From an optimization exercise on the open Yosys and OpenROAD flow, aimed at small area, a short achievable clock period and few clock cycles; shortcuts taken in it are not production practice.
The RTL was checked by simulation tests, not by an equivalence proof against the original design.

==> try-lagoon: inputs <==
## EC_TOP
module EC_TOP(
    clk, rst_n, in_valid,
    in_Px, in_Py, in_Qx, in_Qy, in_prime, in_a,
    out_valid, out_Rx, out_Ry
);
==> module EC_TOP, before the edit <==
module EC_TOP(
    clk, rst_n, in_valid,
    in_Px, in_Py, in_Qx, in_Qy, in_prime, in_a,
    out_valid, out_Rx, out_Ry
);
input clk, rst_n, in_valid;
input [5:0] in_Px, in_Py, in_Qx, in_Qy, in_prime, in_a;
output reg out_valid;
output [5:0] out_Rx, out_Ry;
localparam CUT = 8;
function [5:0] modred;
    input [13:0] x;
    input [5:0]  p;
    input integer rows;
    reg [14:0] r;
    reg [7:0] t;
    integer k;
    begin
        r = {1'b0, x};
        for (k = 7; k >= 0; k = k - 1)
            if (k < rows) begin
                t = {1'b0, r[k +: 7]} - {2'b0, p};
                if (!t[7]) r[k +: 7] = t[6:0];
            end
        modred = r[5:0];
    end
endfunction
function [5:0] modsub;
    input [5:0] x, y, p;
    reg [6:0] d;
    begin
        d = {1'b0, x} - {1'b0, y};
        if (d[6]) d = d + {1'b0, p};
        modsub = d[5:0];
    end
endfunction
function [11:0] square;
    input [5:0] x;
    integer i, j;
    reg [11:0] acc;
    begin
        acc = 12'd0;
        for (i = 0; i < 6; i = i + 1) begin
            acc = acc + ({11'd0, x[i]} << (2 * i));
            for (j = i + 1; j < 6; j = j + 1)
                acc = acc + ({11'd0, x[i] & x[j]} << (i + j + 1));
        end
        square = acc;
    end
endfunction
function [5:0] bound;
    input [5:0] x;
    input integer m;
    integer b;
    begin
        for (b = 0; b < 6; b = b + 1)
            bound[b] = (m >= (1 << b)) ? x[b] : 1'b0;
    end
endfunction
function [5:0] halfsub;
    input [5:0] xa, xb, p;
    reg [6:0] d;
    reg [7:0] t;
    begin
        d = {1'b0, xa} - {1'b0, xb};
        t = {d[6], d} + (d[0] ? {2'b0, p} : d[6] ? {1'b0, p, 1'b0} : 8'd0);
        halfsub = t[6:1];
    end
endfunction
function integer umax;
    input integer i;
    umax = (i == 0) ? 60 : (i < 7) ? 30 : (i == 7) ? 15 : (i == 8) ? 7 : 3;
endfunction
function integer vmax;
    input integer i;
    vmax = (i < 6) ? 61 : (i == 6) ? 29 : (i == 7) ? 9 : (i == 8) ? 5 : 3;
endfunction
wire [5:0] p = in_prime;
wire [5:0] Px = in_Px, Py = in_Py, Qx = in_Qx, Qy = in_Qy, a = in_a;
wire dbl = (Px == Qx);
wire [6:0]  pmx  = {1'b0, p} - {1'b0, Px};
wire [5:0]  h    = (pmx[5:0] < Px) ? pmx[5:0] : Px;
wire [11:0] h2   = square(h);
wire [5:0]  px2m = modred({2'b0, h2}, p, 4);
wire [7:0]  n3   = {2'b0, px2m} + {1'b0, px2m, 1'b0} + {2'b0, a};
wire [5:0]  numd = modred({6'b0, n3}, p, 2);
wire [5:0]  numa = modsub(Qy, Py, p);
wire [6:0]  py2  = {Py, 1'b0};
wire [7:0]  pyd  = {1'b0, py2} - {2'b0, p};
wire [5:0]  dend = pyd[7] ? py2[5:0] : pyd[5:0];
wire [5:0]  dena = modsub(Qx, Px, p);
wire [5:0]  num  = dbl ? numd : numa;
wire [5:0]  den  = dbl ? dend : dena;
function [23:0] step;
    input integer i;
    input [23:0] st;
    input [5:0] p;
    reg [5:0] u, v, x1, x2, xa, xb;
    reg [6:0] du, dv;
    reg swap;
    begin
        u = bound(st[23:18], umax(i));
        v = bound(st[17:12], vmax(i));
        x1 = st[11:6];
        x2 = st[5:0];
        du = {1'b0, u} - {1'b0, v};
        dv = {1'b0, v} - {1'b0, u};
        swap = u[0] & du[6];
        xa = swap ? x2 : x1;
        xb = u[0] ? (swap ? x1 : x2) : 6'd0;
        if (swap) begin
            x2 = x1;
            v = u;
        end
        x1 = halfsub(xa, xb, p);
        u = !u[0] ? u >> 1 : swap ? dv[6:1] : du[6:1];
        step = {u, v, x1, x2};
    end
endfunction
reg [23:0] sta;
integer ia;
always @(*) begin
    sta = {den, p, num, 6'd0};
    for (ia = 0; ia < CUT; ia = ia + 1)
        sta = step(ia, sta, p);
end
reg [23:0] st_r;
reg [5:0] p_r, px_r, py_r;
reg [6:0] cx_r;
always @(posedge clk) begin
    st_r <= sta;
    p_r  <= p;
    px_r <= Px;
    py_r <= Py;
    cx_r <= {p, 1'b0} - {1'b0, Px} - {1'b0, Qx};
end
always @(posedge clk or negedge rst_n) begin
    if (!rst_n) out_valid <= 1'b0;
    else        out_valid <= in_valid;
end
reg [23:0] stb;
integer ib;
always @(*) begin
    stb = st_r;
    for (ib = CUT; ib < 10; ib = ib + 1)
        stb = step(ib, stb, p_r);
end
wire [5:0] s = stb[5:0];
wire [11:0] s2  = square(s);
wire [5:0]  Rx  = modred({2'b0, s2} + {7'b0, cx_r}, p_r, 6);
wire [5:0]  e   = modsub(px_r, Rx, p_r);
wire [11:0] se  = s * e;
wire [5:0]  Ry  = modred({2'b0, se} + {8'b0, p_r} - {8'b0, py_r}, p_r, 6);
assign out_Rx = out_valid ? Rx : 6'd0;
assign out_Ry = out_valid ? Ry : 6'd0;
endmodule
Settings: LEC_CHECK=0, CAP_MARGIN=20, CORE_MARGIN=2, CORE_UTILIZATION=55, SLEW_MARGIN=20; clock period 160.0 ns.
standard.sh (not shown) runs the stock make flow with config.mk's settings and CLKGATE_MAP_FILE= SYNTH_SCRIPT=/design/flow/synth_recipe.tcl, a recipe that flattens the netlist after the stock synthesis.
==> flow/flow/run.sh <==
#!/bin/bash
# Own layout flow: the standard ORFS flow, with a different synthesis mapping:
#  - no full-adder cell extraction (adders stay plain gates for abc),
#  - abc technology mapping with flow/abc.script (area-oriented map with a delay target).
# Registers, their names and everything after synthesis are as in the standard flow.
set -euo pipefail
W=$(pwd)
mkdir -p "$W/mysynth"
python3 - "$FLOW_HOME/scripts/synth.tcl" "$W/mysynth/synth.tcl" "$W/flow/abc.script" <<'PY'
import sys
src, dst, abc = sys.argv[1:]
s = open(src).read()
old = "  log_cmd abc {*}$abc_args\n"
assert s.count(old) == 1
s = s.replace(old, "  set abc_args [lreplace $abc_args 1 1 %s]\n%s" % (abc, old))
open(dst, "w").write(s)
PY
bash standard.sh SYNTH_SCRIPT="$W/flow/my_synth.tcl" MY_SYNTH_TCL="$W/mysynth/synth.tcl" \
    ADDER_MAP_FILE= finish > "$W/flow_make.log" 2>&1
==> flow/flow/abc.script <==
strash
ifraig
scorr
dc2
dretime
strash
dch -f
map -D 30000 -B 0.9
strash
dch -f
map -D 30000 -B 0.9
topo
stime -c
buffer -c
upsize -c -D 30000
dnsize -c -D 30000
==> flow/flow/my_synth.tcl <==
# The standard flow's synthesis wrapper (synth_recipe.tcl), sourcing a copy of ORFS's synth.tcl
# whose abc call uses flow/abc.script (see run.sh).
proc synth {args} { yosys synth -nofsm -noshare {*}$args }
source $::env(MY_SYNTH_TCL)
# left out here: clear keep_hierarchy, flatten, clean up, hide names made inside functions, write 1_2_yosys.v
==> try-xenon: changes against try-lagoon <==
--- a/flow/design.v
+++ b/flow/design.v
@@ -8,5 +8,5 @@
 output reg out_valid;
 output [5:0] out_Rx, out_Ry;
-localparam CUT = 8;
+localparam CUT = 7;
 function [5:0] modred;
     input [13:0] x;
@@ -79,8 +79,6 @@
 wire [5:0] Px = in_Px, Py = in_Py, Qx = in_Qx, Qy = in_Qy, a = in_a;
 wire dbl = (Px == Qx);
-wire [6:0]  pmx  = {1'b0, p} - {1'b0, Px};
-wire [5:0]  h    = (pmx[5:0] < Px) ? pmx[5:0] : Px;
-wire [11:0] h2   = square(h);
-wire [5:0]  px2m = modred({2'b0, h2}, p, 4);
+wire [11:0] px2  = square(Px);
+wire [5:0]  px2m = modred({2'b0, px2}, p, 6);
 wire [7:0]  n3   = {2'b0, px2m} + {1'b0, px2m, 1'b0} + {2'b0, a};
 wire [5:0]  numd = modred({6'b0, n3}, p, 2);
==> flow/run.sh (new file) <==
#!/bin/bash
# synth_recipe.tcl (not shown) runs the flow's synth.tcl, then flattens the netlist and writes it again
# the make line also repeats each setting of config.mk as NAME=value (left out here)
make -C /OpenROAD-flow-scripts/flow DESIGN_CONFIG=/design/flow/config.mk WORK_HOME=/design/flow/orfs CLKGATE_MAP_FILE= SYNTH_SCRIPT=/design/flow/synth_recipe.tcl finish
--- a/flow/config.mk
+++ b/flow/config.mk
@@ -6,6 +6,7 @@
 export NUM_CORES = 4
 export LEC_CHECK = 0
+export ABC_AREA = 1
 export CAP_MARGIN = 20
 export CORE_MARGIN = 2
-export CORE_UTILIZATION = 55
+export CORE_UTILIZATION = 70
 export SLEW_MARGIN = 20
removed: flow/flow/run.sh
removed: flow/flow/abc.script
removed: flow/flow/my_synth.tcl
removed: flow/standard.sh
==> impl_metrics.yaml <==
final_layout:
  final_core_util_pct: 73.9
  multi_input_gates: 2692
  area_growth_pct: 4.52
worst_setup_path:
  startpoint: "st_r[18]"
  crit_top_cell: "a21oi_1"
yosys:
  yosysTopAreaCellShare_pct: 23.1
  synthXorXnorAreaFrac_pct: 8.71
place:
  dp_hpwl_um: 46500
detailed_routing:
  met1_length_um: 24300
  wl_met3_um: 3250
outcome:
  outcome: "no timing/DRC/antenna violations"
sta:
  fmax_mhz: 14.3
(the above is from try-xenon)
==> impl_metrics.yaml <==
yosys:
  synthXorXnorAreaFrac_pct: 8.78
  yosysTopAreaCellShare_pct: 36.9
worst_setup_path:
  crit_top_cell: "nand2_1"
final_layout:
  multi_input_gates: 3378
  area_growth_pct: 5.70
sta:
  fmax_mhz: 17.0
outcome:
  outcome: "no timing/DRC/antenna violations"
place:
  dp_hpwl_um: 43200
(the above is from try-lagoon)
Testbench counts of try-lagoon, summed over its fixed seeds: cycles 1,608.
Testbench counts of try-xenon, summed over its fixed seeds: cycles 1,608.

==> static timing again, ports no longer ideal <==
The flow's constraints put no driver on any port. The routed layouts listed below were extracted and timed again, unchanged, in two steps.
Step 1 sets driving cells, clkbuf_16 on the clock port and buf_2 on the other inputs (assumed; they add their load-dependent delay and slew).
Step 2 times the ports against the registers' clock, not the clock port: input delays grow and output delays shrink by t, the midpoint of the rising clock arrivals with the driver on.
Slacks: ideal ports / drivers / drivers and shift; pairs: ideal ports / drivers.
| run | t (ns) | setup slack, ns | worst setup path at the end | pins driven straight from the clock port |
|---|---|---|---|---|
| try-lagoon | 0.352 | 101.240 / 101.263 / 100.910 | input to register | 1 |
| try-xenon | 0.327 | 90.073 / 90.033 / 90.360 | register to output | 1 |
After both steps setup and hold are still met in every run listed. The setup slack of try-lagoon, which loses most, moves by +0.023 ns with the drivers and by -0.330 ns with both steps.
